This is an optimization exercise on Yosys and OpenROAD, whose aim is a short achievable clock period and few clock cycles, not a production implementation. Only simulation tests tie the RTL to the original design; equivalence was not proved. Power is estimated from default activity; no workload was simulated.

--- design.v ---
module core(
  input        clk,
  input        rst,
  output [31:0]instr_addr,
  input  [31:0]instr_data,
  output [31:0]ram_raddr,
  input  [31:0]ram_rdata,
  output [31:0]ram_waddr,
  output [31:0]ram_wdata,
  output       ram_we
);
localparam [6:0] OPC_IMM  = 7'b0010011;
localparam [6:0] OPC_REG  = 7'b0110011;
localparam [6:0] OPC_LD   = 7'b0000011;
localparam [6:0] OPC_ST   = 7'b0100011;
localparam [6:0] OPC_BR   = 7'b1100011;
localparam [6:0] OPC_JAL  = 7'b1101111;
localparam [6:0] OPC_JALR = 7'b1100111;
reg  [31:0]pc;
reg        d_v;
reg  [31:0]d_ir;
reg  [31:0]d_pc;
reg  [31:0]d_pred;
reg        d_hit;
reg   [1:0]d_ctr;
reg        e_v;
reg  [31:0]e_a, e_b, e_s;
reg        e_fwsl;
reg   [7:0]e_op;       
reg        e_alt;
reg   [2:0]e_f3;
reg        e_br, e_jal, e_jalr, e_ld, e_st, e_wen, e_link;
reg   [4:0]e_rd;
reg  [11:0]e_pcl;      
reg  [31:0]e_pc1;      
reg  [31:0]e_tgt;      
reg  [31:0]e_pred;     
reg  [31:0]e_pmi;      
reg        e_hit;
reg   [1:0]e_ctr;
reg        e_call, e_ret;
reg        m_wen, m_ld;
reg   [4:0]m_rd;
reg  [31:0]m_res;
reg  [31:0]m_raddr, m_waddr, m_wdata;
reg        m_we;
reg        j_mis;      
reg  [31:0]j_tgt;      
reg  [31:0]rf[1:31];
reg  [63:0]bt_v;
reg   [5:0]bt_tag[0:63];
reg  [11:0]bt_tgt[0:63];
reg   [1:0]bt_ctr[0:63];
reg        bt_ret[0:63];
reg  [31:0]ras;
reg        u_upd, u_taken, u_hit, u_ret, u_mis, u_jalr;
reg   [5:0]u_idx, u_tag;
reg   [1:0]u_ctr;
reg  [11:0]u_pred;
assign instr_addr = pc;
wire  [5:0]f_idx  = pc[5:0];
wire [63:0]f_match;
genvar gi;
generate
  for (gi = 0; gi < 64; gi = gi + 1) begin : g_bt
    assign f_match[gi] = bt_v[gi] && (bt_tag[gi] == pc[11:6]);
  end
endgenerate
wire       f_hit  = f_match[f_idx];
wire  [1:0]f_ctr  = bt_ctr[f_idx];
wire       f_take = f_hit && f_ctr[1];
wire [31:0]f_inc  = pc + 32'd1;
wire [31:0]f_tgt  = bt_ret[f_idx] ? ras : {pc[31:12], bt_tgt[f_idx]};
wire [31:0]f_pred = f_take ? f_tgt : f_inc;
wire  [6:0]d_opc = d_ir[6:0];
wire  [2:0]d_f3  = d_ir[14:12];
wire  [4:0]d_rd  = d_ir[11:7];
wire  [4:0]d_rs1 = d_ir[19:15];
wire  [4:0]d_rs2 = d_ir[24:20];
wire d_imm  = (d_opc == OPC_IMM);
wire d_reg  = (d_opc == OPC_REG);
wire d_ld   = (d_opc == OPC_LD);
wire d_st   = (d_opc == OPC_ST);
wire d_br   = (d_opc == OPC_BR);
wire d_jal  = (d_opc == OPC_JAL);
wire d_jalr = (d_opc == OPC_JALR);
wire d_use1 = d_imm | d_reg | d_ld | d_st | d_br | d_jalr;
wire d_use2 = d_reg | d_st | d_br;
wire d_wen  = (d_imm | d_reg | d_ld | d_jal | d_jalr) && (d_rd != 5'd0);
wire [31:0]immI = {{20{d_ir[31]}}, d_ir[31:20]};
wire [31:0]immS = {{20{d_ir[31]}}, d_ir[31:25], d_ir[11:7]};
wire [31:0]immB = {{20{d_ir[31]}}, d_ir[31], d_ir[31], d_ir[7], d_ir[30:25], d_ir[11:9]};
wire [31:0]immJ = {{12{d_ir[31]}}, d_ir[31], d_ir[31], d_ir[19:12], d_ir[20], d_ir[30:22]};
wire [31:0]m_wdat = m_ld ? ram_rdata : m_res;
wire       byp1 = m_wen && (m_rd == d_rs1);
wire       byp2 = m_wen && (m_rd == d_rs2);
wire [31:0]rv1  = byp1 ? m_wdat : (d_rs1 == 5'd0) ? 32'd0 : rf[d_rs1];
wire [31:0]rv2  = byp2 ? m_wdat : (d_rs2 == 5'd0) ? 32'd0 : rf[d_rs2];
wire       d_bimm = d_imm | d_ld | d_st | d_jalr;
wire [31:0]d_b    = !d_bimm ? rv2 : d_st ? immS : immI;
wire [31:0]d_pc1  = d_pc + 32'd1;
wire [31:0]d_tgtJ = d_pc + immJ;
wire [31:0]d_tgtB = d_pc + immB;
wire [31:0]d_tgt  = d_ir[2] ? d_tgtJ : d_tgtB;
wire e_fwd_ok = e_v && e_wen && !e_ld;
wire fw1      = e_fwd_ok && (e_rd == d_rs1);
wire fw2      = e_fwd_ok && (e_rd == d_rs2);
wire ld_haz = e_v && e_ld && e_wen &&
              ((d_use1 && (e_rd == d_rs1)) || (d_use2 && !d_st && (e_rd == d_rs2)));
wire fwsl   = e_v && e_ld && e_wen && (e_rd == d_rs2);
wire stall  = d_v && ld_haz;
wire [31:0]A = e_a;
wire [31:0]B = e_b;
wire [31:0]S = e_s;
wire [31:0]sum  = A + B;
wire [32:0]dif  = {1'b0, A} - {1'b0, B};
wire       ltu  = dif[32];
wire       lts  = (A[31] ^ B[31]) ? A[31] : ltu;
wire [31:0]shl  = A << B[4:0];
wire [31:0]shr  = A >> B[4:0];
wire signed [31:0]A_s = A;
wire [31:0]sra  = A_s >>> B[4:0];
wire [31:0]alu = ({32{e_op[0]}} & (e_alt ? dif[31:0] : sum)) |
                 ({32{e_op[1]}} & shl) |
                 ({32{e_op[2]}} & {31'b0, lts}) |
                 ({32{e_op[3]}} & {31'b0, ltu}) |
                 ({32{e_op[4]}} & (A ^ B)) |
                 ({32{e_op[5]}} & (e_alt ? sra : shr)) |
                 ({32{e_op[6]}} & (A | B)) |
                 ({32{e_op[7]}} & (A & B));
wire [31:0]e_res = e_link ? e_pc1 : alu;
wire bne  = (A != B);
wire bltu = ltu;
wire blts = lts;
wire [31:0]shmask = 32'hffffffff >> B[4:0];
wire bsh  = |(A & shmask);
reg        bx;
always @(*) begin
  case (e_f3[2:1])
    2'b00: bx = bne;
    2'b01: bx = bsh;
    2'b10: bx = blts;
    default: bx = bltu;
  endcase
end
wire       taken  = (e_f3[0] ^ ~e_f3[2]) ^ bx;
wire       e_take = e_jal | (e_br & taken);
wire       ne_seq  = (e_pred != e_pc1);
wire       ne_tgt  = (e_pred != e_tgt);
wire       ne_jalr = (A != e_pmi);
wire       e_ok    = e_v && !j_mis;
wire       mis_t   = e_ok && !e_jalr && e_take && ne_tgt;
wire       mis_n   = e_ok && !e_jalr && !e_take && ne_seq;
wire       mis     = mis_t | mis_n;
assign ram_raddr = m_raddr;
assign ram_waddr = m_waddr;
assign ram_wdata = m_wdata;
assign ram_we    = m_we;
wire [11:0]u_tgt   = u_jalr ? j_tgt[11:0] : u_mis ? pc[11:0] : u_pred;
wire  [1:0]u_nctr  = !u_hit ? 2'b11 :
                     u_taken ? ((u_ctr == 2'b11) ? 2'b11 : u_ctr + 2'd1)
                             : ((u_ctr == 2'b00) ? 2'b00 : u_ctr - 2'd1);
wire       u_write = u_upd && (u_hit || u_taken);
always @(posedge clk) begin
  if (rst) begin
    pc    <= 32'd0;
    d_v   <= 1'b0;
    e_v   <= 1'b0;
    m_wen <= 1'b0;
    m_we  <= 1'b0;
    u_upd <= 1'b0;
    j_mis <= 1'b0;
    bt_v  <= 64'd0;
  end else begin
    if (j_mis)
      pc <= j_tgt;
    else if (mis_t)
      pc <= e_tgt;
    else if (mis_n)
      pc <= e_pc1;
    else if (!stall)
      pc <= f_pred;
    if (mis || j_mis)
      d_v <= 1'b0;
    else if (!stall)
      d_v <= 1'b1;
    e_v   <= d_v && !stall && !mis && !j_mis;
    m_wen <= e_ok && e_wen;
    m_we  <= e_ok && e_st;
    u_upd <= e_ok && (e_br | e_jal | e_jalr);
    j_mis <= e_ok && e_jalr && ne_jalr;
    if (u_write) bt_v[u_idx] <= 1'b1;
  end
  if (!stall) begin
    d_ir   <= instr_data;
    d_pc   <= pc;
    d_pred <= f_pred;
    d_hit  <= f_hit;
    d_ctr  <= f_ctr;
  end
  e_a    <= fw1 ? e_res : rv1;
  e_b    <= (fw2 && !d_bimm) ? e_res : d_b;
  e_s    <= fw2 ? e_res : rv2;
  e_fwsl <= fwsl;
  e_op   <= (d_imm | d_reg) ? (8'd1 << d_f3) : 8'd1;
  e_alt  <= (d_reg && d_ir[30]) || (d_imm && (d_f3 == 3'b101) && d_ir[30]);
  e_f3   <= d_f3;
  e_br   <= d_br;
  e_jal  <= d_jal;
  e_jalr <= d_jalr;
  e_ld   <= d_ld;
  e_st   <= d_st && (d_f3 == 3'b010);
  e_wen  <= d_wen;
  e_link <= d_jal | d_jalr;
  e_rd   <= d_rd;
  e_pcl  <= d_pc[11:0];
  e_pc1  <= d_pc1;
  e_tgt  <= d_tgt;
  e_pred <= d_pred;
  e_pmi  <= d_pred - immI;
  e_hit  <= d_hit;
  e_ctr  <= d_ctr;
  e_call <= (d_jal | d_jalr) && (d_rd == 5'd1);
  e_ret  <= d_jalr && (d_rd == 5'd0) && (d_rs1 == 5'd1);
  m_ld  <= e_ld;
  m_rd  <= e_rd;
  m_res <= e_res;
  if (e_ld) m_raddr <= sum;
  if (e_st) begin
    m_waddr <= sum;
    m_wdata <= e_fwsl ? ram_rdata : S;
  end
  if (m_wen) rf[m_rd] <= m_wdat;
  u_taken <= e_take | e_jalr;
  u_hit   <= e_hit;
  u_ctr   <= e_ctr;
  u_ret   <= e_ret;
  u_mis   <= mis;
  u_jalr  <= e_jalr;
  j_tgt   <= sum;
  u_pred  <= e_pred[11:0];
  u_idx   <= e_pcl[5:0];
  u_tag   <= e_pcl[11:6];
  if (u_write) begin
    bt_tag[u_idx] <= u_tag;
    bt_ctr[u_idx] <= u_nctr;
    bt_ret[u_idx] <= u_ret;
  end
  if (u_write && u_taken) bt_tgt[u_idx] <= u_tgt;
  if (e_ok && e_call) ras <= e_pc1;
end
endmodule
--- flow/run.sh ---
#!/bin/bash
set -euo pipefail
bash standard.sh SETUP_SLACK_MARGIN=8 finish > flow_make.log 2>&1
--- standard.sh ---
#!/bin/bash
# synth_recipe.tcl (not shown) runs the flow's synth.tcl, then flattens the netlist and writes it again
# the make line also repeats each setting of config.mk as NAME=value (left out here)
make -C /OpenROAD-flow-scripts/flow DESIGN_CONFIG=/design/flow/config.mk WORK_HOME=/design/flow/orfs CLKGATE_MAP_FILE= SYNTH_SCRIPT=/design/flow/synth_recipe.tcl "${@:-finish}"
--- config.mk ---
export PLATFORM = sky130hd
export DESIGN_NAME = core
export DESIGN_NICKNAME = core
export VERILOG_FILES = /design/flow/design.v
export SDC_FILE = /design/flow/constraint.sdc
export NUM_CORES = 4
export LEC_CHECK = 0
export ABC_CLOCK_PERIOD_IN_PS = 1500
export CAP_MARGIN = 20
export CORE_MARGIN = 2
export CORE_UTILIZATION = 40
export SLEW_MARGIN = 20
--- constraint.sdc ---
create_clock -name core_clock -period 12.0 [get_ports {clk}]
set_input_delay 2.4000 -clock core_clock [delete_from_list [all_inputs] [get_ports {clk}]]
set_output_delay 2.4000 -clock core_clock [all_outputs]
set_load 0.01 [all_outputs]
==> impl_metrics.tcl, run 1 <==
set metrics [dict create \
    status "finished clean" \
    path_class "reg -> reg" \
    ctsHoldBuffers 0 \
    r2r_slack_ns 7.84 \
    cts_tree "yes" \
    core-area_um2 340000 \
    ys_warn_count 1 \
    endpoint_kind "flip-flop" \
    crit_start "e_a[31]" \
    critPathCapture "pc[29]" \
    path_cells "buf_4, inv_1, ha_1, nor2_4, o22ai_2, a21oi_4, o21a_4, o2111a_1, or3_4, buf_12, nor3_4, buf_6, nand2_8, nand2_4, a221oi_1" \
    synth.top_cell.area_share_pct 56.4 \
    r2r-start "e_a[31]" \
    critPathRequiredTime_ns 12.72 \
    clockBufferDepth 4 \
    fillers 29000 \
    antenna_found_initial 39 \
    yosys.cell_types.count 98 \
    pre_cts_ws_ns 5.86 \
    netlist_instances 8580 \
    rsz0062_at_grt "yes" \
    synth_seq_cells 3048 \
    start_util_pct 40.2 \
    critical-path-slowest-cell "ha_1" \
    worstPathMaxFanout 13 \
    fmax_ghz 0.241 \
    synth_area_um2 136000 \
    grt_pass1_vias 82900 \
    vias 84700 \
    drive_above_1_share_pct 26.0 \
    grt-ovfl-total 0 \
    synth_area_leader_cell "edfxtp_1" \
    routedWlPerCell_um 33.6 \
    slew_violations 0 \
    dieArea_um2 346000 \
    track_usage_pct 26.1 \
    whs_ns 0.325 \
    pin_count 195 \
    cts_root_buf "clkbuf_16" \
    yosysMostFrequentCell "edfxtp_1" \
    antenna_left 0 \
    cap_violations 0 \
    critPathMaxStageDelay_ns 0.86 \
    peakVddDrop_uv 124 \
    slew-limit-headroom_pct 12.9 \
    final_util_pct 47.0 \
    power.leakage_nw 53.4 \
    gp_congestion 0.969 \
    drc 0 \
    fp.dieW_um 588 \
    async_flop_share_pct 0 \
    fin_total_pwr_mw 32.3 \
    clkSinkCount 3048 \
    path_clk_slew_ns 0.06 \
    hold_viol 0 \
    setup_tns_ns 0 \
    yosys_most_used_dff "edfxtp_1" \
    ys_seq_area_share_pct 63.5 \
    clock_latency_ns 0.93 \
    grt_first_pass_wirelength_um 644000 \
    die_y_um 588 \
    rows 214 \
    arrival_ns 4.88 \
    synth.avg_cell_area_um2 15.9 \
    grt_max_degree 118 \
    num-nets-final 9247 \
    final.period_utilization_pct 34.6 \
    netlist_top_cells_count "edfxtp_1, mux4_2, nor2_1" \
    worstReg2RegEnd "pc[29]" \
    dp_hpwl_um 286000 \
    dr.pass1.iters 8 \
    synthTopCellsByArea "edfxtp_1, mux4_2, dfxtp_1" \
    syn_nets 8815 \
    synth_edf_count 2563 \
    hold_path.class "reg -> reg" \
    period_minus_slack_ns 4.16 \
    drtIter0Drc 11100 \
    area_growth_pct 17.0 \
    fin_skew_ns 0.0657 \
    r2r_cells 15 \
    wirelength_um 464000 \
    power_density_nw_per_um2 202 \
    setup_violations 0 \
    io_buffers 194 \
    via_per_inst 6.13 \
    startpoint_type "flip-flop" \
    fin_ws_ns 7.84 \
    cts_buffers 315 \
    cts-htree-levels 5 \
    worst_pin_slew_ns 1.30 \
]
area by class of cell:
cell class	count	area (um^2)	area share, %
repair buffers	660	7070	4.43
flip-flops and latches	3048	86900	54.5
diodes	18	45.0	0.0282
multi-input cells	4771	48800	30.6
inverters	215	847	0.531
clock inverters	163	1640	1.03
repair inverters	1	5.00	0.00313
clock buffers	413	8630	5.40
well taps	4536	5680	3.56
critical path: cells and delay by family, from the launching register on:
family                     cells  cell delay [ns]
adders and majority gates      1             0.86
DFF                            1             0.31
AOI/OAI and AO/OA              5             0.96
and+or+nand+nor                5             1.00
buffers and inverters          4             0.83
state kept, by name, indices dropped and copies added (netlist names), 64 cells and up, named ones only:
signal,flops
bt_ret,64
bt_ctr,128
bt_v,64
bt_tag,384
rf,992
bt_tgt,768
placed cells by master (no fill, tap or decap), types with 64 or more instances in the layout:
cell type / count
dfxtp_4: 65
inv_1: 202
clkbuf_16: 334
edfxtp_1: 2563
mux2i_1: 227
a211oi_1: 130
clkbuf_1: 74
nand4_1: 69
clkdlybuf4s50_1: 64
o21ai_0: 180
xnor2_1: 399
xor2_1: 242
dfxtp_1: 405
nand2_1: 268
nor3_1: 73
mux4_2: 889
nor2_1: 518
ha_1: 134
mux2_2: 68
buf_4: 310
a21oi_1: 321
nand3_1: 119
per-stage QoR:
step	instances	instance area, um^2
4_1_cts	13700	158000
2_1_floorplan	8580	136000
3_3_place_gp	13000	144000
5_1_grt	13800	160000
3_5_place_dp	13000	144000
6_report	13800	160000
report_power, final:
group	internal, mW	leakage (nW)	switching [mW]
Combinational	3.31	20.8	5.25
Clock	5.67	4.99	4.19
Sequential	13.0	27.6	0.934
worst min path at each step:
stage | to | depth (start not counted) | from | slack, ns
floorplan | u_ctr[0] | 0 | e_ctr[0] | 0.31
global placement | u_tag[2] | 0 | e_pcl[8] | 0.31
detailed placement | u_tag[3] | 0 | e_pcl[9] | 0.31
CTS | u_tag[0] | 0 | e_pcl[6] | 0.33
global route | u_tag[3] | 0 | e_pcl[9] | 0.33
finish | u_tag[4] | 0 | e_pcl[10] | 0.32
per-layer routing:
layer	track usage (%)	routed length (um)	part of all wire, %	vias to the layer above
li1	-	-	-	34800
met4	12.6	24600	5.3	22
met2	40.2	213000	46	4705
met1	35.3	182000	39	44300
met5	0	166	0.036	-
met3	5.44	44300	9.5	917
timing repair:
item,4_1_cts,5_1_grt
cloned,23,9
endpoints found under the setup margin,390,255
buffers inserted,183,51
gates resized for setup,692,221
pin swaps,57,80
logic make-up after synthesis:
logic type	Yosys count	synth area share [%]
buf+inv	767	2.38
mux	1201	17.0
fa+ha+maj	171	1.59
xor+xnor	649	4.17
simple gates	1477	5.11
compound gates	1267	6.19
flops	3048	63.5
Testbench counts, summed over its fixed seeds: cycles 313,943.
==> run 2: changes to the inputs <==
--- a/config.mk
+++ b/config.mk
@@ -10,3 +10,3 @@
 export CORE_MARGIN = 2
-export CORE_UTILIZATION = 40
+export CORE_UTILIZATION = 50
 export SLEW_MARGIN = 20
==> run 2 against run 1 <==
Still clean on timing, DRC and antenna. Final area fell by 0.48%. Via count increased by 0.97%. Combinational power is 2.8% higher. Non-clock buffer count is 5 higher. Critical endpoint is now pc[8]. Clock skew increased by 0.0017 ns.
==> impl_metrics.tcl, run 2 <==
set metrics [dict create \
    power.leakage_nw 53.6 \
    slew_violations 0 \
    critPathMaxStageDelay_ns 0.58 \
    routedWlPerCell_um 35.5 \
    critPathRequiredTime_ns 12.77 \
    drive_above_1_share_pct 25.9 \
    synth_area_leader_cell "edfxtp_1" \
    clockBufferDepth 4 \
    worst_pin_slew_ns 1.36 \
    critical-path-slowest-cell "or4bb_1" \
    rows 191 \
    fp.dieW_um 526 \
    ctsHoldBuffers 0 \
    ys_seq_area_share_pct 63.5 \
    dp_cells 12000 \
    clkSinkCount 3048 \
    final.period_utilization_pct 34.7 \
    gp_congestion 0.988 \
    die_y_um 526 \
    cap_violations 0 \
    largest_reg_flops 992 \
    drc 0 \
    antenna_left 0 \
    synth_edf_count 2563 \
    hold_path.class "reg -> reg" \
    worstPathMaxFanout 16 \
    yosysMostFrequentCell "edfxtp_1" \
    setup_tns_ns 0 \
    synth.avg_cell_area_um2 15.9 \
    cp_top_family "compound AO/OA/AOI/OAI gates" \
    path_cells "buf_12, clkinvlp_4, buf_12, o41ai_1, o2111ai_1, or4bb_1, o21ai_4, nor3b_4, or3_4, buf_12, buf_16, a222oi_1, a211oi_1" \
    path_clk_slew_ns 0.06 \
    finalNonFillerCells 12900 \
    synthTopCellsByArea "edfxtp_1, mux4_2, dfxtp_1" \
    cts_root_buf "clkbuf_16" \
    ys_warn_count 1 \
    netlist_instances 8580 \
    yosys.cell_types.count 98 \
    period_minus_slack_ns 4.16 \
    grt_first_pass_wirelength_um 635000 \
    power_density_nw_per_um2 207 \
    via_per_inst 6.64 \
    hold_viol 0 \
    rsz0062_at_grt "yes" \
    drtIter0Drc 11600 \
    status "finished clean" \
    cts_buffers 325 \
    grt_pass1_vias 82900 \
    num-nets-final 9260 \
    synth_area_um2 136000 \
    io_buffers 194 \
    syn_nets 8815 \
    slew-limit-headroom_pct 9.10 \
    antenna_found_initial 39 \
    dr.pass1.iters 8 \
    cp_common_cell "buf_12" \
    path_buf_inv 5 \
    arrival_ns 4.93 \
    path_class "reg -> reg" \
    cts-htree-levels 5 \
    route.met3.wl_um 46900 \
    regMostFlops "rf" \
    cts_tree "yes" \
    final_common_cell "edfxtp_1" \
    pin_count 195 \
    wirelength_um 458000 \
    grt_max_degree 112 \
    fin_skew_ns 0.0674 \
    reg_top3 "rf (992), bt_tgt (768), bt_tag (384)" \
    wl_met2_um 206000 \
    core-area_um2 271000 \
    netlist_top_cells_count "edfxtp_1, mux4_2, nor2_1" \
    peakVddDrop_uv 151 \
    area_growth_pct 16.5 \
    synth.top_cell.area_share_pct 56.4 \
    endpoint_kind "flip-flop" \
    wl_met1_um 181000 \
    dieArea_um2 277000 \
    async_flop_share_pct 0 \
    layout_common_cells "edfxtp_1, mux4_2, nor2_1, dfxtp_1, xnor2_1" \
    fin_total_pwr_mw 32.9 \
    setup_violations 0 \
    grt-ovfl-total 0 \
    synth_seq_cells 3048 \
    dr.max_layer_used "met5" \
    dp_hpwl_um 277000 \
    startpoint_type "flip-flop" \
    vias 85600 \
    track_usage_pct 32.3 \
    fmax_ghz 0.240 \
    start_util_pct 50.3 \
    clock_latency_ns 0.92 \
    yosys_most_used_dff "edfxtp_1" \
]
-- run 2: cell counts after synthesis --
No cell type changed its count.
-- run 2: layout make-up --
class	instances	area, um^2
Fill cell	20600	112000
Sequential cell	3048	86900
Multi-Input combinational cell	4770	48700
Clock buffer	423	8850
Timing Repair Buffer	665	7240
Tap cell	3570	4470
Clock inverter	178	1760
Inverter	215	843
Antenna cell	15	37.5
-- run 2: metal layers --
metal	global-route usage (%)	vias up
met5	0	-
met1	45.8	44700
met2	48.7	5042
li1	-	34800
met3	6.54	1013
met4	14.4	18
-- run 2: final timing paths --
check / to / from / slack, ns / cells past startpoint
worst min-delay path: u_tag[3] / e_pcl[9] / 0.32 / 0
worst max register to register: pc[8] / e_b[4] / 7.84 / 13
worst max-delay path: pc[8] / e_b[4] / 7.84 / 13
worst min register to register: u_tag[3] / e_pcl[9] / 0.32 / 0
-- run 2: what timing repair did --
action | in CTS | in global routing
buffers inserted | 151 | 87
pin swaps | 54 | 61
setup endpoints to repair | 363 | 197
endpoints found under the hold margin | 0 | 0
gates resized for setup | 631 | 233
cloned | 24 | 11
-- run 2: cells by family (layout without fill, tap and decap cells) --
family	after synthesis	after routing	synth area share, %
compound gates	1267	1267	6.19
xor+xnor	649	649	4.17
fa+ha+maj	171	171	1.59
buf+inv	767	1481	2.38
flops	3048	3048	63.5
mux	1201	1202	17.0
other cells	0	15	0
simple gates	1477	1481	5.11
-- run 2: stage by stage --
step	hold slack (ns)	setup slack [ns]	utilization, %	area, um^2
floorplan	0.310	8.00	-	136000
global placement	0.310	6.26	52.6	143000
detailed placement	0.312	6.13	52.7	143000
CTS	0.318	7.90	57.9	157000
global route	0.329	7.79	58.6	159000
finish	0.320	7.84	58.6	159000
-- run 2: power breakdown --
part / switching [mW] / internal, mW / leakage, nW
clock network: 4.28 / 5.84 / 5.20
registers: 0.966 / 13.0 / 27.6
logic: 5.41 / 3.39 / 20.8
total: 10.7 / 22.2 / 53.6
==> run 3: changes to the inputs <==
--- a/config.mk
+++ b/config.mk
@@ -10,3 +10,3 @@
 export CORE_MARGIN = 2
-export CORE_UTILIZATION = 50
+export CORE_UTILIZATION = 60
 export SLEW_MARGIN = 20
==> run 3 against run 2 <==
Hold slack worse by 0.013 ns. Utilization up 11 points. Flip-flop and latch count unchanged. Clock power down 4%. Critical endpoint is now pc[4]. Routed wire length down 1.3%. Final area down 0.86%. Synthesized area unchanged.
==> impl_metrics.tcl, run 3 <==
set metrics [dict create \
    regMostFlops "rf" \
    layout_common_cells "edfxtp_1, mux4_2, nor2_1, xnor2_1, dfxtp_1" \
    drive_above_1_share_pct 25.8 \
    rows 175 \
    cts-htree-levels 5 \
    cts_root_buf "clkbuf_16" \
    hold_viol 0 \
    setup_violations 0 \
    via_per_inst 7.05 \
    dp_hpwl_um 274000 \
    antenna_left 0 \
    worstPathMaxFanout 10 \
    pin_count 195 \
    grt_max_degree 88 \
    fmax_ghz 0.222 \
    clkSinkCount 3048 \
    synth_area_leader_cell "edfxtp_1" \
    clockBufferDepth 4 \
    synth_edf_count 2563 \
    final_common_cell "edfxtp_1" \
    gp_congestion 0.992 \
    critPathRequiredTime_ns 12.76 \
    fp.dieW_um 481 \
    peakVddDrop_uv 166 \
    vias 86600 \
    fin_skew_ns 0.113 \
    r2r_slack_ns 7.50 \
    io_buffers 194 \
    reg_top3 "rf (992), bt_tgt (768), bt_tag (384)" \
    power.leakage_nw 53.4 \
    fin_ws_ns 7.50 \
    dr.pass1.iters 7 \
    slew_violations 0 \
    power.share.switching_pct 32.0 \
    grt_pass1_vias 82300 \
    hp-start "e_hit" \
    grt_first_pass_wirelength_um 627000 \
    ctsHoldBuffers 0 \
    start_util_pct 60.2 \
    netlist_top_cells_count "edfxtp_1, mux4_2, nor2_1" \
    synth.avg_cell_area_um2 15.9 \
    holdPathStages 0 \
    final.period_utilization_pct 37.5 \
    period_minus_slack_ns 4.50 \
    largest_reg_flops 992 \
    p_sw_mw 10.3 \
    pre_cts_ws_ns 5.71 \
    area_growth_pct 15.5 \
    synth_seq_cells 3048 \
    arrival_ns 5.26 \
    stdcell_area_um2 158000 \
    p_seq_share_pct 43.6 \
    core-area_um2 227000 \
    yosys.cell_types.count 98 \
    setup_tns_ns 0 \
    track_usage_pct 38.7 \
    synthTopCellsByArea "edfxtp_1, mux4_2, dfxtp_1" \
    clock_latency_ns 0.99 \
    synth_area_um2 136000 \
    cap_violations 0 \
    num-nets-final 9247 \
    routedWlPerCell_um 36.8 \
    antenna_found_initial 16 \
    hold_path_end "u_hit" \
    drc 0 \
    dp_cells 11400 \
    yosysMostFrequentCell "edfxtp_1" \
    grt-ovfl-total 0 \
    r2r-start "e_a[11]" \
    status "finished clean" \
    cts_buffers 328 \
    startpoint_type "flip-flop" \
    p_comb_share_pct 26.1 \
    place_area_um2 142000 \
    path_class "reg -> reg" \
    slew-limit-headroom_pct 21.1 \
    hold_path.class "reg -> reg" \
    cts_tree "yes" \
    internal_power_mw 21.8 \
    wirelength_um 452000 \
    die_y_um 481 \
    dieArea_um2 231000 \
    r2r_cells 16 \
    worst_pin_slew_ns 1.18 \
    ys_warn_count 1 \
    async_flop_share_pct 0 \
    drtIter0Drc 13700 \
    clkPwrFrac_pct 30.2 \
    endpoint_kind "flip-flop" \
    worstReg2RegEnd "pc[4]" \
    power_density_nw_per_um2 203 \
    yosys_most_used_dff "edfxtp_1" \
    syn_nets 8815 \
    synth.top_cell.area_share_pct 56.4 \
    finalNonFillerCells 12300 \
    rsz0062_at_grt "yes" \
    path_clk_slew_ns 0.06 \
    netlist_instances 8580 \
    ys_seq_area_share_pct 63.5 \
    crit_start "e_a[11]" \
]
## run 3: worst max path at each step
stage | slack [ns] | to | cells after the start
floorplan | 8.00 | flip-flop | 18
global placement | 5.79 | pc[24] | 16
detailed placement | 5.71 | pc[24] | 16
CTS | 7.60 | pc[4] | 16
global route | 7.48 | pc[4] | 18
finish | 7.50 | pc[4] | 16
## run 3: critical path: stages, from the launching register on
cell and delay, ns:
dfxtp_4 0.46, inv_1 0.11, ha_2 0.50, inv_1 0.07, a21oi_1 0.23, a21oi_2 0.14
o31ai_2 0.25, buf_4 0.18, a21oi_4 0.06, buf_12 0.14, buf_6 0.11, o21a_4 0.21
o211a_1 0.14, or3_4 0.40, buf_12 0.15, a222oi_1 0.93, a311oi_2 0.25
## run 3: metrics by stage
step                hold WS, ns  power, mW  utilization, %
finish                    0.307       32.0            69.5
global route              0.319       32.8            69.5
CTS                       0.312       31.4            68.7
detailed placement        0.312       21.0            62.6
global placement          0.311       21.0            62.6
floorplan                 0.310       18.2               -
## run 3: final cells by class
type	count	area, um^2
flip-flops and latches	3048	87000
fillers	14800	69100
multi-input cells	4770	48600
clock buffers	436	8950
repair buffers	649	7190
well taps	3009	3760
clock inverters	145	1190
inverters	215	835
diodes	11	27.5
## run 3: what timing repair did
action	4_1_cts	5_1_grt
setup buffers	147	76
pin swaps	42	94
cloned	30	6
endpoints found under the setup margin	441	224
gates resized for setup	657	259
## run 3: routing by layer
metal  up-vias  track usage [%]  wire (um)
li1      34700                -          -
met4         2             16.8      23400
met2      6077             55.2     197000
met3      1058             10.1      57800
met5         -                0         13
met1     44700             56.6     174000
## run 3: power groups by stage
stage / Sequential (mW) / Combinational (mW) / Clock, mW
6_report: 14.0 / 8.37 / 9.69
5_1_grt: 14.0 / 8.68 / 10.2
4_1_cts: 13.9 / 7.77 / 9.76
3_5_place_dp: 14.3 / 6.75 / 0
3_3_place_gp: 14.3 / 6.65 / 0
2_1_floorplan: 13.5 / 4.73 / 0
## run 3: cells by family after synthesis
group | after synthesis | synth area share [%]
DFF | 3048 | 63.5
and+or+nand+nor | 1477 | 5.11
AOI/OAI and AO/OA | 1267 | 6.19
muxes | 1201 | 17.0
buffers and inverters | 767 | 2.38
xor gates and xnor gates | 649 | 4.17
adders and majority gates | 171 | 1.59
==> run 4: changes to the inputs <==
--- a/config.mk
+++ b/config.mk
@@ -10,3 +10,3 @@
 export CORE_MARGIN = 2
-export CORE_UTILIZATION = 60
+export CORE_UTILIZATION = 45
 export SLEW_MARGIN = 20
==> run 4 against run 3 <==
Still clean. Via count is 1.8% lower. Utilization shrank 17 points. Clock skew fell by 0.025 ns. Count of clock-buffer cells in the layout decreased by 18. Combinational power grew 2%. Sequential share of layout area decreased by 0.43 points. Final cell count rose by 7.9%. Synthesized cell count unchanged. Synthesized area unchanged. Power up 0.54%. Final area up 0.75%.
==> impl_metrics.tcl, run 4 <==
set metrics [dict create \
    synth.top_cell.area_share_pct 56.4 \
    num-nets-final 9226 \
    layout_common_cells "edfxtp_1, mux4_2, nor2_1, xnor2_1, dfxtp_1" \
    peakVddDrop_uv 166 \
    synth_area_um2 136000 \
    dr.pass1.iters 9 \
    p_sw_mw 10.4 \
    routedWlPerCell_um 34.7 \
    setup_tns_ns 0 \
    track_usage_pct 29.2 \
    ys_warn_count 1 \
    fin_total_pwr_mw 32.2 \
    register_area_um2 86900 \
    antenna_left 0 \
    wirelength_um 460000 \
    reg_top3 "rf (992), bt_tgt (768), bt_tag (384)" \
    drtIter0Drc 11800 \
    worst_pin_slew_ns 1.25 \
    clockBufferDepth 4 \
    io_buffers 194 \
    clkPwrFrac_pct 31.0 \
    path_class "reg -> reg" \
    grt_pass1_vias 82700 \
    core-area_um2 302000 \
    largest_reg_flops 992 \
    worstPathMaxFanout 10 \
    async_flop_share_pct 0 \
    period_minus_slack_ns 4.21 \
    pin_count 195 \
    path_clk_slew_ns 0.06 \
    dp_hpwl_um 284000 \
    p_seq_share_pct 42.5 \
    cts_root_buf "clkbuf_16" \
    vias 85100 \
    fmax_ghz 0.237 \
    synth.avg_cell_area_um2 15.9 \
    fin_skew_ns 0.0876 \
    final.period_utilization_pct 35.1 \
    die_y_um 555 \
    clock_latency_ns 0.95 \
    drc 0 \
    drive_above_1_share_pct 25.3 \
    dieArea_um2 308000 \
    power.leakage_nw 53.3 \
    grt-ovfl-total 0 \
    rows 202 \
    synth_seq_cells 3048 \
    startpoint_type "flip-flop" \
    fillers 24200 \
    rsz0062_at_grt "yes" \
    via_per_inst 6.42 \
    grt_max_degree 95 \
    critPathRequiredTime_ns 12.80 \
    status "finished clean" \
    ys_seq_area_share_pct 63.5 \
    clkSinkCount 3048 \
    synth_edf_count 2563 \
    cts_tree "yes" \
    internal_power_mw 21.8 \
    ctsHoldBuffers 0 \
    fp.dieW_um 555 \
    area_growth_pct 16.3 \
    cts_buffers 328 \
    synth_area_leader_cell "edfxtp_1" \
    netlist_instances 8580 \
    grt_first_pass_wirelength_um 638000 \
    power_density_nw_per_um2 203 \
    p_comb_share_pct 26.5 \
    slew_violations 0 \
    arrival_ns 5.01 \
    yosysMostFrequentCell "edfxtp_1" \
    gp_congestion 0.992 \
    hold_path.class "reg -> reg" \
    setup_violations 0 \
    yosys_most_used_dff "edfxtp_1" \
    regMostFlops "rf" \
    antenna_found_initial 35 \
    netlist_top_cells_count "edfxtp_1, mux4_2, nor2_1" \
    final_common_cell "edfxtp_1" \
    cap_violations 0 \
    hold_viol 0 \
    power.share.switching_pct 32.2 \
    start_util_pct 45.1 \
    multiInputGateArea_um2 48500 \
    endpoint_kind "flip-flop" \
    slew-limit-headroom_pct 16.2 \
    yosys.cell_types.count 98 \
    cts-htree-levels 5 \
    synthTopCellsByArea "edfxtp_1, mux4_2, dfxtp_1" \
    syn_nets 8815 \
]
## run 4: final timing paths
kind / start / endpoint / slack, ns / depth (start not counted)
setup / recovery: e_b[20] / pc[26] / 7.79 / 17
hold / removal: e_pcl[7] / u_tag[1] / 0.26 / 0
setup reg to reg: e_b[20] / pc[26] / 7.79 / 17
hold reg to reg: e_pcl[7] / u_tag[1] / 0.26 / 0
## run 4: per-stage QoR
step | cell area, um^2 | utilization (%) | hold slack (ns) | std cells | worst slack [ns]
6_report | 159000 | 52.5 | 0.260 | 13300 | 7.79
5_1_grt | 159000 | 52.5 | 0.290 | 13200 | 7.73
4_1_cts | 157000 | 52.0 | 0.280 | 13200 | 7.83
3_5_place_dp | 143000 | 47.4 | 0.312 | 12400 | 5.93
3_3_place_gp | 143000 | 47.4 | 0.315 | 12400 | 6.04
2_1_floorplan | 136000 | - | 0.310 | 8580 | 8.00
## run 4: cells by family (layout without fill, tap and decap cells)
logic type      Yosys count  in the layout  share of synthesized area (%)
compound gates         1267           1267                           6.19
flops                  3048           3048                           63.5
simple gates           1477           1481                           5.11
other cells               0             12                              0
xor+xnor                649            649                           4.17
mux                    1201           1202                           17.0
fa+ha+maj               171            171                           1.59
buf+inv                 767           1443                           2.38
## run 4: metal layers
| metal | part of all wire (%) | global-route usage [%] | vias up |
|---|---|---|---|
| li1 | - | - | 34800 |
| met1 | 40 | 40.6 | 44300 |
| met2 | 45 | 44.4 | 5035 |
| met3 | 10 | 6.45 | 934 |
| met4 | 4.9 | 12.2 | 16 |
| met5 | 0.022 | 0.0625 | - |
## run 4: layout make-up
type                    count  share of cell area (%)
multi-input cells        4770                    30.6
flip-flops and latches   3048                    54.8
clock buffers             418                    5.57
repair inverters            1                 0.00315
repair buffers            627                    4.38
clock inverters           182                    1.01
inverters                 215                   0.523
diodes                     12                  0.0189
well taps                3978                    3.14
## run 4: power groups by stage
stage / logic (mW) / registers (mW) / clock network (mW)
final: 8.53 / 13.7 / 9.98
after global routing: 8.87 / 13.7 / 10.5
after global placement: 6.99 / 14.1 / 0
after floorplan: 4.73 / 13.5 / 0
after detailed placement: 7.08 / 14.1 / 0
after CTS: 8.11 / 13.7 / 10.1
## run 4: timing repair
item | in CTS | in global routing
gates cloned | 22 | 14
gates resized for setup | 636 | 191
pin swaps | 39 | 59
endpoints found under the hold margin | 0 | 0
setup buffers | 143 | 40
setup endpoints to repair | 349 | 230
## run 4: critical path, stage by stage (launching register included)
cell	delay, ns
dfxtp_1	0.51
inv_1	0.17
ha_4	0.30
a221o_1	0.39
a221oi_4	0.38
nor3_1	0.10
a21oi_2	0.16
buf_6	0.15
o31ai_2	0.09
a32o_2	0.31
or3_4	0.39
buf_12	0.16
nor2_4	0.24
clkinvlp_4	0.21
o21ai_4	0.20
buf_6	0.13
buf_12	0.12
o32ai_1	0.09
==> run 5: changes to the inputs <==
--- a/design.v
+++ b/design.v
@@ -46,3 +46,2 @@
 reg        m_we;
-reg        j_mis;      
 reg  [31:0]j_tgt;      
@@ -150,6 +149,7 @@
 wire       ne_jalr = (A != e_pmi);
-wire       e_ok    = e_v && !j_mis;
+wire       e_ok    = e_v;
+wire       mis_j   = e_ok && e_jalr && ne_jalr;
 wire       mis_t   = e_ok && !e_jalr && e_take && ne_tgt;
 wire       mis_n   = e_ok && !e_jalr && !e_take && ne_seq;
-wire       mis     = mis_t | mis_n;
+wire       mis     = mis_j | mis_t | mis_n;
 assign ram_raddr = m_raddr;
@@ -171,7 +171,6 @@
     u_upd <= 1'b0;
-    j_mis <= 1'b0;
     bt_v  <= 64'd0;
   end else begin
-    if (j_mis)
-      pc <= j_tgt;
+    if (mis_j)
+      pc <= sum;
     else if (mis_t)
@@ -182,3 +181,3 @@
       pc <= f_pred;
-    if (mis || j_mis)
+    if (mis)
       d_v <= 1'b0;
@@ -186,3 +185,3 @@
       d_v <= 1'b1;
-    e_v   <= d_v && !stall && !mis && !j_mis;
+    e_v   <= d_v && !stall && !mis;
     m_wen <= e_ok && e_wen;
@@ -190,3 +189,2 @@
     u_upd <= e_ok && (e_br | e_jal | e_jalr);
-    j_mis <= e_ok && e_jalr && ne_jalr;
     if (u_write) bt_v[u_idx] <= 1'b1;
--- a/config.mk
+++ b/config.mk
@@ -10,3 +10,3 @@
 export CORE_MARGIN = 2
-export CORE_UTILIZATION = 45
+export CORE_UTILIZATION = 50
 export SLEW_MARGIN = 20
==> run 5 against run 4 <==
Still clean. Flip-flop and latch count shrank 21. Final cell count shrank 3.4%. Critical path depth grew 1. Sequential power shrank 6%. Utilization grew 6.0 points. Combinational power shrank 28%. Routed wire length is essentially flat. Die area shrank 11%. Sequential share of layout area is essentially flat. Non-clock buffer count grew 15. Synthesized area shrank 0.72%. Register-to-register slack lost 0.097 ns.
==> impl_metrics.tcl, run 5 <==
set metrics [dict create \
    cap_violations 0 \
    synth_area_um2 135000 \
    die_y_um 524 \
    ys_warn_count 1 \
    cts_root_buf "clkbuf_16" \
    grt-ovfl-total 0 \
    path_clk_slew_ns 0.07 \
    peakVddDrop_uv 117 \
    internal_power_mw 20.5 \
    setup_tns_ns 0 \
    yosys_most_used_dff "edfxtp_1" \
    clock_latency_ns 0.94 \
    period_minus_slack_ns 4.31 \
    rsz0062_at_grt "yes" \
    finalNonFillerCells 12800 \
    regMostFlops "rf" \
    final.period_utilization_pct 35.9 \
    worstPathMaxFanout 6 \
    rows 191 \
    slew-limit-headroom_pct 15.5 \
    netlist_instances 8526 \
    antenna_left 0 \
    hold_viol 0 \
    pin_count 195 \
    dp_cells 12000 \
    track_usage_pct 32.8 \
    dr.pass1.iters 8 \
    p_sw_mw 8.76 \
    fin_ws_ns 7.69 \
    cts_tree "yes" \
    final_util_pct 58.5 \
    p_comb_share_pct 21.0 \
    status "finished clean" \
    path_cells "clkinvlp_4, ha_4, or4_4, nor3_4, nand4b_1, o31ai_4, a41oi_4, and4_4, o31a_1, buf_12, or2_4, nor2_8, inv_4, nor2_8, nor3_4, buf_6, a32oi_2, o211ai_1" \
    routedWlPerCell_um 36.0 \
    wirelength_um 461000 \
    synthTopCellsByArea "edfxtp_1, mux4_2, dfxtp_1" \
    critPathRequiredTime_ns 12.78 \
    fmax_ghz 0.232 \
    start_util_pct 50.2 \
    yosysMostFrequentCell "edfxtp_1" \
    vias 85000 \
    critical-path-slowest-cell "or4_4" \
    critPathMaxStageDelay_ns 0.49 \
    grt_first_pass_wirelength_um 639000 \
    p_seq_share_pct 44.3 \
    startpoint_type "flip-flop" \
    setup_violations 0 \
    antenna_found_initial 24 \
    synth_seq_cells 3027 \
    synth_edf_count 2563 \
    num-nets-final 9194 \
    netlist_top_cells_count "edfxtp_1, mux4_2, nor2_1" \
    slew_violations 0 \
    path_class "reg -> reg" \
    fin_skew_ns 0.0766 \
    final_common_cell "edfxtp_1" \
    ys_seq_area_share_pct 63.7 \
    layout_common_cells "edfxtp_1, mux4_2, nor2_1, dfxtp_1, xnor2_1" \
    power.leakage_nw 52.9 \
    cts-htree-levels 5 \
    reg_top3 "rf (992), bt_tgt (768), bt_tag (384)" \
    area_growth_pct 16.7 \
    endpoint_kind "flip-flop" \
    drtIter0Drc 11800 \
    hold_path.class "reg -> reg" \
    async_flop_share_pct 0 \
    drc 0 \
    power_density_nw_per_um2 185 \
    core-area_um2 270000 \
    syn_nets 8761 \
    cts_buffers 321 \
    synth.top_cell.area_share_pct 56.8 \
    drive_above_1_share_pct 26.4 \
    clkSinkCount 3027 \
    grt_max_degree 89 \
    arrival_ns 5.09 \
    clockBufferDepth 4 \
    fp.dieW_um 524 \
    pre_cts_ws_ns 5.97 \
    dieArea_um2 275000 \
    via_per_inst 6.64 \
    dp_hpwl_um 282000 \
    synth.avg_cell_area_um2 15.9 \
    grt_pass1_vias 82400 \
    yosys.cell_types.count 94 \
    largest_reg_flops 992 \
    worst_pin_slew_ns 1.26 \
    io_buffers 194 \
    gp_congestion 0.992 \
    clkPwrFrac_pct 34.7 \
    synth_area_leader_cell "edfxtp_1" \
    power.share.switching_pct 29.9 \
]
[run 5: changes by cell type in the layout (fill, tap and decap cells not counted), sizes merged, moves of 14 or more]
| cell | change |
|---|---|
| dfxtp | -21 |
| inv | -21 |
| buf | +32 |
| a211oi | -32 |
| o21a | +20 |
| dlygate4sd2 | -20 |
| nor3 | +19 |
| nor2 | +15 |
| and3 | -20 |
| xor2 | +37 |
| xnor2 | -34 |
| nand3 | -14 |
| a31oi | -15 |
| mux2i | -25 |
[run 5: worst paths after layout]
path | startpoint | to | slack [ns] | depth (start not counted)
max | e_a[10] | pc[29] | 7.69 | 18
min | e_pcl[7] | u_tag[1] | 0.33 | 0
max reg2reg | e_a[10] | pc[29] | 7.69 | 18
min reg2reg | e_pcl[7] | u_tag[1] | 0.33 | 0
[run 5: critical path, delay by kind of cell, from the launching register on]
kind | cells | cell delay, ns
adders and majority gates | 1 | 0.26
AOI/OAI and AO/OA | 5 | 1.16
buffers and inverters | 4 | 0.53
and+or+nand+nor | 8 | 1.81
DFF | 1 | 0.39
[run 5: timing repair]
item,4_1_cts,5_1_grt
pin swaps,72,101
gates cloned,23,11
hold buffers,0,0
endpoints found under the setup margin,489,214
setup buffers,146,63
gates resized for setup,770,171
hold endpoints to repair,0,0
[run 5: power groups by stage]
stage          clock, mW  combinational [mW]  sequential (mW)
4_1_cts             10.2                5.81             12.9
3_3_place_gp           0                5.15             13.2
5_1_grt             10.6                6.38             13.0
2_1_floorplan          0                3.16             12.9
3_5_place_dp           0                5.22             13.2
6_report            10.1                6.15             12.9
[run 5: per-stage QoR]
stage,area (um^2),hold slack (ns),power [mW]
after floorplan,136000,0.310,16.1
after global placement,142000,0.310,18.4
after detailed placement,142000,0.312,18.5
after CTS,157000,0.327,29.0
after global routing,158000,0.330,30.0
final,158000,0.326,29.2
[run 5: layer usage]
| metal | GRT usage (%) | routed length [um] | vias to the layer above |
|---|---|---|---|
| met4 | 14.7 | 25200 | 16 |
| li1 | - | - | 34600 |
| met5 | 0 | 102 | - |
| met1 | 46.8 | 184000 | 44300 |
| met3 | 6.96 | 47600 | 1015 |
| met2 | 48.8 | 204000 | 5080 |
[run 5: kinds of logic (layout without fill, tap and decap cells)]
logic type	after synthesis	count (layout)	share of synthesized area [%]
buffers and inverters	735	1435	2.13
other	0	8	0
muxes	1179	1179	17.0
adders and majority gates	170	170	1.59
AOI/OAI and AO/OA	1263	1263	6.18
xor gates and xnor gates	652	652	4.22
DFF	3027	3027	63.7
and+or+nand+nor	1500	1500	5.20
[run 5: area by class of cell]
class	instances	area [um^2]
Inverter	201	803
Clock inverter	180	2040
Clock buffer	410	8670
Tap cell	3570	4470
Multi-Input combinational cell	4764	48600
Sequential cell	3027	86500
Fill cell	20300	112000
Timing Repair Buffer	642	6910
Antenna cell	8	20.0
Timing Repair inverter	2	10.0
Testbench counts of run 5, summed over its fixed seeds: cycles 312,174.
==> run 6: changes to the inputs <==
--- a/config.mk
+++ b/config.mk
@@ -10,3 +10,3 @@
 export CORE_MARGIN = 2
-export CORE_UTILIZATION = 50
+export CORE_UTILIZATION = 60
 export SLEW_MARGIN = 20
==> run 6 against run 5 <==
Synthesized area is the same. Die area shrank 17%. Non-clock buffer count grew 29. Worst setup slack lost 0.050 ns. Fmax shrank 1.1%. Clock power is essentially flat. Flip-flop and latch count is the same. Still clean on timing, DRC and antenna. Via count grew 2.3%.
==> impl_metrics.tcl, run 6 <==
set metrics [dict create \
    setup_tns_ns 0 \
    period_minus_slack_ns 4.36 \
    largest_reg_flops 992 \
    ctsHoldBuffers 0 \
    stdcell_area_um2 157000 \
    clkSinkCount 3027 \
    setup_violations 0 \
    hold_path.class "reg -> reg" \
    worst_pin_slew_ns 1.25 \
    register_area_um2 86500 \
    whs_ns 0.309 \
    vias 87000 \
    synth.top_cell.area_share_pct 56.8 \
    num-nets-final 9230 \
    peakVddDrop_uv 172 \
    status "finished clean" \
    synth_edf_count 2563 \
    synth_seq_cells 3027 \
    clock_latency_ns 0.96 \
    ys_warn_count 1 \
    worstPathMaxFanout 64 \
    slew-limit-headroom_pct 15.5 \
    power_density_nw_per_um2 183 \
    path_clk_slew_ns 0.07 \
    critPathRequiredTime_ns 12.79 \
    final.period_utilization_pct 36.3 \
    final_common_cell "edfxtp_1" \
    fp.dieW_um 479 \
    routedWlPerCell_um 36.9 \
    netlist_top_cells_count "edfxtp_1, mux4_2, nor2_1" \
    die_y_um 479 \
    yosys.cell_types.count 94 \
    rows 174 \
    grt_first_pass_wirelength_um 629000 \
    cts_root_buf "clkbuf_16" \
    track_usage_pct 38.9 \
    fin_total_pwr_mw 28.9 \
    core-area_um2 225000 \
    yosys_most_used_dff "edfxtp_1" \
    slew_violations 0 \
    cts_buffers 325 \
    grt_max_degree 124 \
    gp_congestion 0.993 \
    power.leakage_nw 52.9 \
    fin_skew_ns 0.0912 \
    startpoint_type "flip-flop" \
    cts_tree "yes" \
    drc 0 \
    layout_common_cells "edfxtp_1, mux4_2, nor2_1, dfxtp_1, xnor2_1" \
    place_area_um2 141000 \
    wirelength_um 451000 \
    dieArea_um2 230000 \
    fmax_ghz 0.229 \
    async_flop_share_pct 0 \
    clockBufferDepth 4 \
    grt_pass1_vias 83400 \
    reg_top3 "rf (992), bt_tgt (768), bt_tag (384)" \
    regMostFlops "rf" \
    netlist_instances 8526 \
    drive_above_1_share_pct 26.2 \
    synth.avg_cell_area_um2 15.9 \
    path_class "reg -> reg" \
    multiInputGateArea_um2 48700 \
    area_growth_pct 16.2 \
    synth_area_leader_cell "edfxtp_1" \
    rsz0062_at_grt "yes" \
    endpoint_kind "flip-flop" \
    grt-ovfl-total 0 \
    arrival_ns 5.15 \
    syn_nets 8761 \
    yosysMostFrequentCell "edfxtp_1" \
    hold_viol 0 \
    dp_hpwl_um 269000 \
    cap_violations 0 \
    fillers 14500 \
    dr.pass1.iters 8 \
    cts-htree-levels 5 \
    synthTopCellsByArea "edfxtp_1, mux4_2, dfxtp_1" \
    ys_seq_area_share_pct 63.7 \
    synth_area_um2 135000 \
    drtIter0Drc 13600 \
    io_buffers 194 \
    antenna_left 0 \
    antenna_found_initial 16 \
    start_util_pct 60.3 \
    pin_count 195 \
    final_util_pct 70.0 \
    via_per_inst 7.10 \
]
-- run 6: cell counts after synthesis --
Identical to the previous run, type by type.
-- run 6: routing by layer --
metal	vias to the layer above	wire length [um]	global-route usage, %
met2	6477	196000	56.1
met4	2	25800	18.3
li1	34600	-	-
met5	-	20	0
met1	44700	169000	55.8
met3	1178	60100	10.5
-- run 6: where the power goes --
part | leakage, nW | switching, mW | internal (mW)
Combinational | 20.6 | 3.92 | 2.18
Clock | 5.03 | 4.12 | 5.72
Sequential | 27.3 | 0.418 | 12.5
Total | 52.9 | 8.46 | 20.4
-- run 6: metrics by stage --
stage               worst slack, ns  cells
finish                         7.64  12200
global placement               5.52  11400
CTS                            7.82  12200
global route                   7.64  12200
floorplan                      8.02   8526
detailed placement             5.39  11400
-- run 6: critical path, stage by stage (launching register included) --
cell,delay (ns)
dfxtp_4,0.42
buf_6,0.44
o211ai_1,0.22
a221oi_1,0.64
a41o_1,0.30
a41oi_2,0.13
buf_6,0.18
and4_4,0.17
o31a_1,0.32
buf_12,0.15
or2_4,0.29
nor2_8,0.11
inv_4,0.06
nor2_8,0.19
nor3_4,0.11
buf_4,0.17
buf_6,0.12
nand3_2,0.06
nand2b_1,0.06
-- run 6: logic make-up (layout without fill, tap and decap cells) --
kind of cell / after synthesis / count (layout) / share of synthesized area [%]
other: 0 / 9 / 0
AOI/OAI and AO/OA: 1263 / 1263 / 6.18
and+or+nand+nor: 1500 / 1501 / 5.20
muxes: 1179 / 1179 / 17.0
adders and majority gates: 170 / 170 / 1.59
DFF: 3027 / 3027 / 63.7
xor gates and xnor gates: 652 / 652 / 4.22
buffers and inverters: 735 / 1450 / 2.13
-- run 6: path summary, 6_finish.rpt --
path / slack, ns / from / cells past startpoint / to
min reg2reg: 0.31 / e_ctr[0] / 0 / u_ctr[0]
max: 7.64 / e_b[3] / 18 / pc[31]
max reg2reg: 7.64 / e_b[3] / 18 / pc[31]
min: 0.31 / e_ctr[0] / 0 / u_ctr[0]
-- run 6: final cells by class --
| cell class | count | share of cell area (%) |
|---|---|---|
| sequential | 3027 | 55.0 |
| multi-input combinational | 4765 | 30.9 |
| clock buffer | 409 | 5.54 |
| timing repair buffer | 671 | 4.58 |
| tap | 2992 | 2.38 |
| clock inverter | 165 | 1.00 |
| inverter | 201 | 0.536 |
| timing repair inverter | 4 | 0.0239 |
| antenna | 9 | 0.0143 |
-- run 6: what timing repair did --
item	4_1_cts	5_1_grt
setup endpoints to repair	453	267
gates cloned	26	7
hold endpoints to repair	0	0
buffers inserted	186	61
pin swaps	73	88
resized for setup	720	195
==> run 7: changes to the inputs <==
--- a/config.mk
+++ b/config.mk
@@ -10,3 +10,3 @@
 export CORE_MARGIN = 2
-export CORE_UTILIZATION = 60
+export CORE_UTILIZATION = 40
 export SLEW_MARGIN = 20
==> run 7 against run 6 <==
Sequential power about the same. Synthesized cell count unchanged. Critical path depth unchanged. Highest routed layer unchanged.
==> impl_metrics.tcl, run 7 <==
set metrics [dict create \
    ys_warn_count 1 \
    routedWlPerCell_um 34.2 \
    regMostFlops "rf" \
    period_minus_slack_ns 4.33 \
    grt_pass1_vias 83300 \
    drive_above_1_share_pct 26.0 \
    hold_viol 0 \
    slew-limit-headroom_pct 6.97 \
    yosysMostFrequentCell "edfxtp_1" \
    final_util_pct 47.3 \
    cts_root_buf "clkbuf_16" \
    startpoint_type "flip-flop" \
    worstReg2RegEnd "pc[27]" \
    setup_violations 0 \
    layout_common_cells "edfxtp_1, mux4_2, nor2_1, dfxtp_1, xnor2_1" \
    hp-start "e_pcl[3]" \
    dr.pass1.iters 7 \
    fillers 28600 \
    wirelength_um 472000 \
    arrival_ns 5.17 \
    yosys.cell_types.count 94 \
    whs_ns 0.296 \
    status "finished clean" \
    path_class "reg -> reg" \
    fp.dieW_um 586 \
    area_growth_pct 17.5 \
    cts_tree "yes" \
    endpoint_kind "flip-flop" \
    hold_path.class "reg -> reg" \
    num-nets-final 9229 \
    async_flop_share_pct 0 \
    holdPathStages 0 \
    clkSinkCount 3027 \
    synthTopCellsByArea "edfxtp_1, mux4_2, dfxtp_1" \
    finalNonFillerCells 13800 \
    peakVddDrop_uv 127 \
    antenna_found_initial 34 \
    final.period_utilization_pct 36.1 \
    cap_violations 0 \
    synth_area_leader_cell "edfxtp_1" \
    clockBufferDepth 4 \
    vias 85800 \
    synth_edf_count 2563 \
    synth.top_cell.area_share_pct 56.8 \
    grt-ovfl-total 0 \
    final_common_cell "edfxtp_1" \
    track_usage_pct 26.9 \
    largest_reg_flops 992 \
    worst_pin_slew_ns 1.38 \
    netlist_top_cells_count "edfxtp_1, mux4_2, nor2_1" \
    gp_congestion 0.992 \
    cts-htree-levels 5 \
    dp_cells 12900 \
    drc 0 \
    setup_tns_ns 0 \
    power_density_nw_per_um2 184 \
    r2r_slack_ns 7.67 \
    worstPathMaxFanout 9 \
    hold_path_end "u_idx[3]" \
    r2r_cells 18 \
    cts_buffers 322 \
    critPathRequiredTime_ns 12.83 \
    slew_violations 0 \
    path_clk_slew_ns 0.06 \
    synth.avg_cell_area_um2 15.9 \
    rsz0062_at_grt "yes" \
    synth_seq_cells 3027 \
    synth_area_um2 135000 \
    pre_cts_ws_ns 5.65 \
    yosys_most_used_dff "edfxtp_1" \
    antenna_left 0 \
    pin_count 195 \
    power.leakage_nw 52.8 \
    dieArea_um2 343000 \
    fin_ws_ns 7.67 \
    fmax_ghz 0.231 \
    die_y_um 586 \
    via_per_inst 6.22 \
    netlist_instances 8526 \
    rows 213 \
    reg_top3 "rf (992), bt_tgt (768), bt_tag (384)" \
    start_util_pct 40.2 \
    drtIter0Drc 11700 \
    syn_nets 8761 \
    clock_latency_ns 0.95 \
    core-area_um2 337000 \
    dp_hpwl_um 290000 \
    grt_max_degree 95 \
    io_buffers 194 \
    grt_first_pass_wirelength_um 653000 \
    fin_skew_ns 0.0559 \
    ys_seq_area_share_pct 63.7 \
    r2r-start "e_a[10]" \
]
==> run 7: kinds of logic (layout without fill, tap and decap cells) <==
| kind of cell | count (synthesis) | after routing | share of synthesized area [%] |
|---|---|---|---|
| other cells | 0 | 25 | 0 |
| compound gates | 1263 | 1263 | 6.18 |
| xor+xnor | 652 | 652 | 4.22 |
| simple gates | 1500 | 1500 | 5.20 |
| flops | 3027 | 3027 | 63.7 |
| buf+inv | 735 | 1466 | 2.13 |
| fa+ha+maj | 170 | 170 | 1.59 |
| mux | 1179 | 1179 | 17.0 |
==> run 7: final cells by class <==
type                            count  area [um^2]  share of cell area (%)
Antenna cell                       25         62.6                  0.0393
Multi-Input combinational cell   4764        48400                    30.4
Inverter                          201          795                   0.499
Timing Repair inverter              1         5.00                 0.00314
Sequential cell                  3027        86500                    54.3
Tap cell                         4515         5650                    3.55
Clock inverter                    167         1880                    1.18
Clock buffer                      420         8830                    5.55
Timing Repair Buffer              677         7090                    4.46
==> run 7: worst max-delay path by stage <==
stage	cells past startpoint	end	slack (ns)	startpoint
4_1_cts	19	pc[16]	7.77	e_b[0]
3_3_place_gp	19	pc[20]	5.66	e_b[3]
2_1_floorplan	20	pc[20]	8.02	e_b[2]
6_report	18	pc[27]	7.67	e_a[10]
5_1_grt	19	pc[29]	7.68	e_a[28]
3_5_place_dp	19	pc[28]	5.65	e_b[3]
==> run 7: worst max-delay path, stage by stage, from the launching register on <==
cell      delay [ns]
dfxtp_4         0.40
inv_1           0.11
ha_4            0.29
or4_4           0.50
nor3_4          0.14
nand4b_1        0.28
o31ai_4         0.43
a41oi_4         0.12
and4_4          0.28
o31a_1          0.32
buf_12          0.15
or2_4           0.27
nor2_8          0.13
inv_4           0.06
nor2_8          0.16
nor3_4          0.09
buf_6           0.17
buf_4           0.13
a31o_4          0.20
==> run 7: metrics by stage <==
stage / cell area (um^2) / total power, mW
after floorplan: 136000 / 16.1
after global placement: 143000 / 18.4
after detailed placement: 143000 / 18.4
after CTS: 158000 / 29.0
after global routing: 159000 / 30.0
final: 159000 / 29.2
==> run 7: repair_timing <==
item	in CTS	in global routing
endpoints found under the setup margin	403	130
pin swaps	56	63
hold buffers	0	0
gates resized for setup	778	153
cloned	20	4
setup buffers	168	65
==> run 7: per-layer routing <==
metal  track usage (%)  vias to the layer above  wire length, um
li1                  -                    34700                -
met1              37.5                    44800           187000
met2              40.5                     5199           212000
met3              5.81                     1015            50000
met4              12.1                       14            23500
met5                 0                        -               84
==> run 7: power by group <==
part           switching [mW]  internal, mW
Sequential              0.433          12.5
Clock                    4.28          5.91
Combinational            3.98          2.14
==> run 8: changes to the inputs <==
--- a/design.v
+++ b/design.v
@@ -39,2 +39,3 @@
 reg        e_hit;
+reg        e_nseq;     
 reg   [1:0]e_ctr;
@@ -46,2 +47,3 @@
 reg        m_we;
+reg        j_mis;      
 reg  [31:0]j_tgt;      
@@ -146,10 +148,15 @@
 wire       e_take = e_jal | (e_br & taken);
-wire       ne_seq  = (e_pred != e_pc1);
+wire       ne_seq  = e_nseq;
 wire       ne_tgt  = (e_pred != e_tgt);
 wire       ne_jalr = (A != e_pmi);
-wire       e_ok    = e_v;
-wire       mis_j   = e_ok && e_jalr && ne_jalr;
-wire       mis_t   = e_ok && !e_jalr && e_take && ne_tgt;
-wire       mis_n   = e_ok && !e_jalr && !e_take && ne_seq;
-wire       mis     = mis_j | mis_t | mis_n;
+wire       e_ok    = e_v && !j_mis;
+wire       mis_nb  = e_ok && !e_br && !e_jalr && (e_jal ? ne_tgt : ne_seq);
+wire       mis_bt  = e_ok && e_br && ne_tgt;    
+wire       mis_bn  = e_ok && e_br && ne_seq;    
+wire       btaken  = e_br && taken;
+wire       mis     = btaken ? mis_bt : (mis_bn | mis_nb);
+wire [31:0]pc_hold = stall ? pc : f_pred;
+wire [31:0]pc_nb   = mis_nb ? (e_jal ? e_tgt : e_pc1) : pc_hold;
+wire [31:0]pc_t    = mis_bt ? e_tgt : pc_nb;
+wire [31:0]pc_n    = mis_bn ? e_pc1 : pc_nb;
 assign ram_raddr = m_raddr;
@@ -171,13 +178,10 @@
     u_upd <= 1'b0;
+    j_mis <= 1'b0;
     bt_v  <= 64'd0;
   end else begin
-    if (mis_j)
-      pc <= sum;
-    else if (mis_t)
-      pc <= e_tgt;
-    else if (mis_n)
-      pc <= e_pc1;
-    else if (!stall)
-      pc <= f_pred;
-    if (mis)
+    if (j_mis)
+      pc <= j_tgt;
+    else
+      pc <= btaken ? pc_t : pc_n;
+    if (mis || j_mis)
       d_v <= 1'b0;
@@ -185,3 +189,3 @@
       d_v <= 1'b1;
-    e_v   <= d_v && !stall && !mis;
+    e_v   <= d_v && !stall && !mis && !j_mis;
     m_wen <= e_ok && e_wen;
@@ -189,2 +193,3 @@
     u_upd <= e_ok && (e_br | e_jal | e_jalr);
+    j_mis <= e_ok && e_jalr && ne_jalr;
     if (u_write) bt_v[u_idx] <= 1'b1;
@@ -217,2 +222,3 @@
   e_pred <= d_pred;
+  e_nseq <= (d_pred != d_pc1);
   e_pmi  <= d_pred - immI;
==> run 8 against run 7 <==
Non-clock buffer count up 40. Hold slack worse by 0.011 ns. Critical endpoint is now instr_addr[1]. Largest cell class unchanged. Sequential share of layout area down 0.62 points. Global-route usage about the same.
==> impl_metrics.tcl, run 8 <==
set metrics [dict create \
    status "finished clean" \
    finalNonFillerCells 14000 \
    setup_tns_ns 0 \
    p_sw_mw 12.0 \
    yosys.cell_types.count 88 \
    via_per_inst 6.20 \
    internal_power_mw 23.5 \
    place_area_um2 144000 \
    cts_buffers 329 \
    grt_pass1_vias 84400 \
    final.period_utilization_pct 35.8 \
    worstPathMaxFanout 2 \
    routedWlPerCell_um 34.3 \
    arrival_ns 1.90 \
    dr.pass1.iters 6 \
    power.share.switching_pct 33.7 \
    yosysMostFrequentCell "edfxtp_1" \
    path_class "reg -> out" \
    grt-ovfl-total 0 \
    peakVddDrop_uv 205 \
    dieArea_um2 346000 \
    netlist_top_cells_count "edfxtp_1, mux4_2, nor2_1" \
    largest_reg_flops 992 \
    rows 214 \
    synth_edf_count 2563 \
    dp_cells 13000 \
    antenna_found_initial 27 \
    startpoint_type "flip-flop" \
    syn_nets 8862 \
    grt_first_pass_wirelength_um 663000 \
    clkSinkCount 3043 \
    hold_path.class "reg -> reg" \
    final_common_cell "edfxtp_1" \
    area_growth_pct 18.4 \
    synth.avg_cell_area_um2 15.8 \
    stdcell_area_um2 162000 \
    fin_total_pwr_mw 35.5 \
    p_seq_share_pct 39.6 \
    worst_pin_slew_ns 1.23 \
    whs_ns 0.285 \
    gp_congestion 0.963 \
    layout_common_cells "edfxtp_1, mux4_2, nor2_1, xnor2_1, dfxtp_1" \
    die_y_um 588 \
    drc 0 \
    fmax_ghz 0.233 \
    setup_violations 0 \
    clock_latency_ns 0.96 \
    cap_violations 0 \
    power_density_nw_per_um2 220 \
    pin_count 195 \
    core-area_um2 340000 \
    synth_seq_cells 3043 \
    final_util_pct 47.6 \
    drtIter0Drc 11300 \
    start_util_pct 40.2 \
    cts_root_buf "clkbuf_16" \
    io_buffers 194 \
    synth_area_leader_cell "edfxtp_1" \
    dp_hpwl_um 288000 \
    power.leakage_nw 54.2 \
    synth_area_um2 136000 \
    grt_max_degree 141 \
    period_minus_slack_ns 4.30 \
    slew-limit-headroom_pct 17.4 \
    vias 86600 \
    fin_ws_ns 7.70 \
    hold_viol 0 \
    async_flop_share_pct 0 \
    clkPwrFrac_pct 29.1 \
    pre_cts_ws_ns 5.35 \
    reg_top3 "rf (992), bt_tgt (768), bt_tag (384)" \
    num-nets-final 9372 \
    ys_warn_count 1 \
    track_usage_pct 26.9 \
    antenna_left 0 \
    fin_skew_ns 0.0921 \
    wirelength_um 479000 \
    netlist_instances 8627 \
    clockBufferDepth 4 \
    critPathRequiredTime_ns 9.60 \
    p_comb_share_pct 31.2 \
    fp.dieW_um 588 \
    endpoint_kind "output pin" \
    regMostFlops "rf" \
    slew_violations 0 \
    path_clk_slew_ns 0.06 \
    ys_seq_area_share_pct 63.4 \
    synthTopCellsByArea "edfxtp_1, mux4_2, dfxtp_1" \
    yosys_most_used_dff "edfxtp_1" \
    cts_tree "yes" \
    drive_above_1_share_pct 27.3 \
    cts-htree-levels 5 \
    synth.top_cell.area_share_pct 56.4 \
    rsz0062_at_grt "yes" \
]
[run 8: changes by cell type after synthesis, sizes merged, moves of 17 or more]
cell / before / now
and3: 36 / 53
clkbuf: 343 / 324
nand3: 113 / 148
inv: 198 / 234
nor2: 616 / 586
o221ai: 45 / 64
xnor2: 370 / 430
buf: 191 / 219
xor2: 282 / 222
mux2i: 217 / 260
nand2: 281 / 311
nor3b: 21 / 3
[run 8: cell families (layout without fill, tap and decap cells)]
logic type / after synthesis / after routing / synth area share (%)
and+or+nand+nor: 1531 / 1535 / 5.22
DFF: 3043 / 3043 / 63.4
buffers and inverters: 781 / 1556 / 2.38
adders and majority gates: 170 / 170 / 1.58
xor gates and xnor gates: 652 / 652 / 4.19
muxes: 1213 / 1213 / 17.1
AOI/OAI and AO/OA: 1237 / 1237 / 6.05
other: 0 / 23 / 0
[run 8: layout make-up]
class / count / area, um^2
inverter: 238 / 970
timing repair inverter: 1 / 5.00
clock inverter: 192 / 2050
antenna: 23 / 57.6
tap: 4536 / 5680
sequential: 3043 / 86800
fill: 28600 / 178000
clock buffer: 408 / 8860
timing repair buffer: 717 / 8090
multi-input combinational: 4807 / 49100
[run 8: power groups by stage]
stage	logic, mW	clock network, mW	registers [mW]
final	11.1	10.3	14.1
after global routing	11.5	10.8	14.1
after CTS	10.5	10.4	14.0
after detailed placement	8.53	0	14.4
after global placement	8.41	0	14.4
after floorplan	5.50	0	13.8
[run 8: critical path, cell delays in order, from the launching register on]
cell	delay, ns
dfxtp_4	0.40
buf_16	0.17
buf_16	0.14
buf_16	0.12
buf_6	0.11
[run 8: per-layer routing]
layer	GRT usage [%]	wire, um	up-vias
met1	36.4	185000	45300
li1	-	-	35100
met5	0	179	-
met2	40.9	214000	5053
met4	14.1	30500	22
met3	5.77	49100	1123
[run 8: final timing paths]
kind          from            end  slack, ns  cells after the start
min reg2reg  e_ret          u_ret       0.29                      0
min          e_ret          u_ret       0.29                      0
max          pc[1]  instr_addr[1]       7.70                      4
max reg2reg  pc[1]          pc[1]       7.84                     16
[run 8: repair_timing]
action,in CTS,in global routing
hold buffers,0,0
endpoints found under the setup margin,432,294
gates resized for setup,988,191
setup buffers,192,71
pin swaps,87,97
gates cloned,43,7
Testbench counts of run 8, summed over its fixed seeds: cycles 313,943.

## what the ideal ports hide
How much do the figures lean on ideal ports? The routed layouts below were timed once more, with nothing changed but the port constraints.
Step 1 sets driving cells, clkbuf_16 on the clock port and buf_2 on the other inputs (assumed; they add their load-dependent delay and slew).
Step 2 times the ports against the registers' clock, not the clock port: input delays grow and output delays shrink by t, the midpoint of the rising clock arrivals with the driver on.
Three values: ideal, step 1, step 2; two values: the first two.
run	t (ns)	slack for setup (ns)
run 1	1.003	7.842 / 7.800 / 6.930
run 2	0.991	7.836 / 7.836 / 7.043
run 3	1.024	7.502 / 7.502 / 7.099
run 4	1.022	7.786 / 7.785 / 7.012
run 5	0.999	7.688 / 7.688 / 7.138
run 6	1.014	7.638 / 7.638 / 6.984
run 7	1.030	7.666 / 7.666 / 7.064
run 8	1.007	7.701 / 7.608 / 7.027
After both steps every run listed still meets setup and hold.
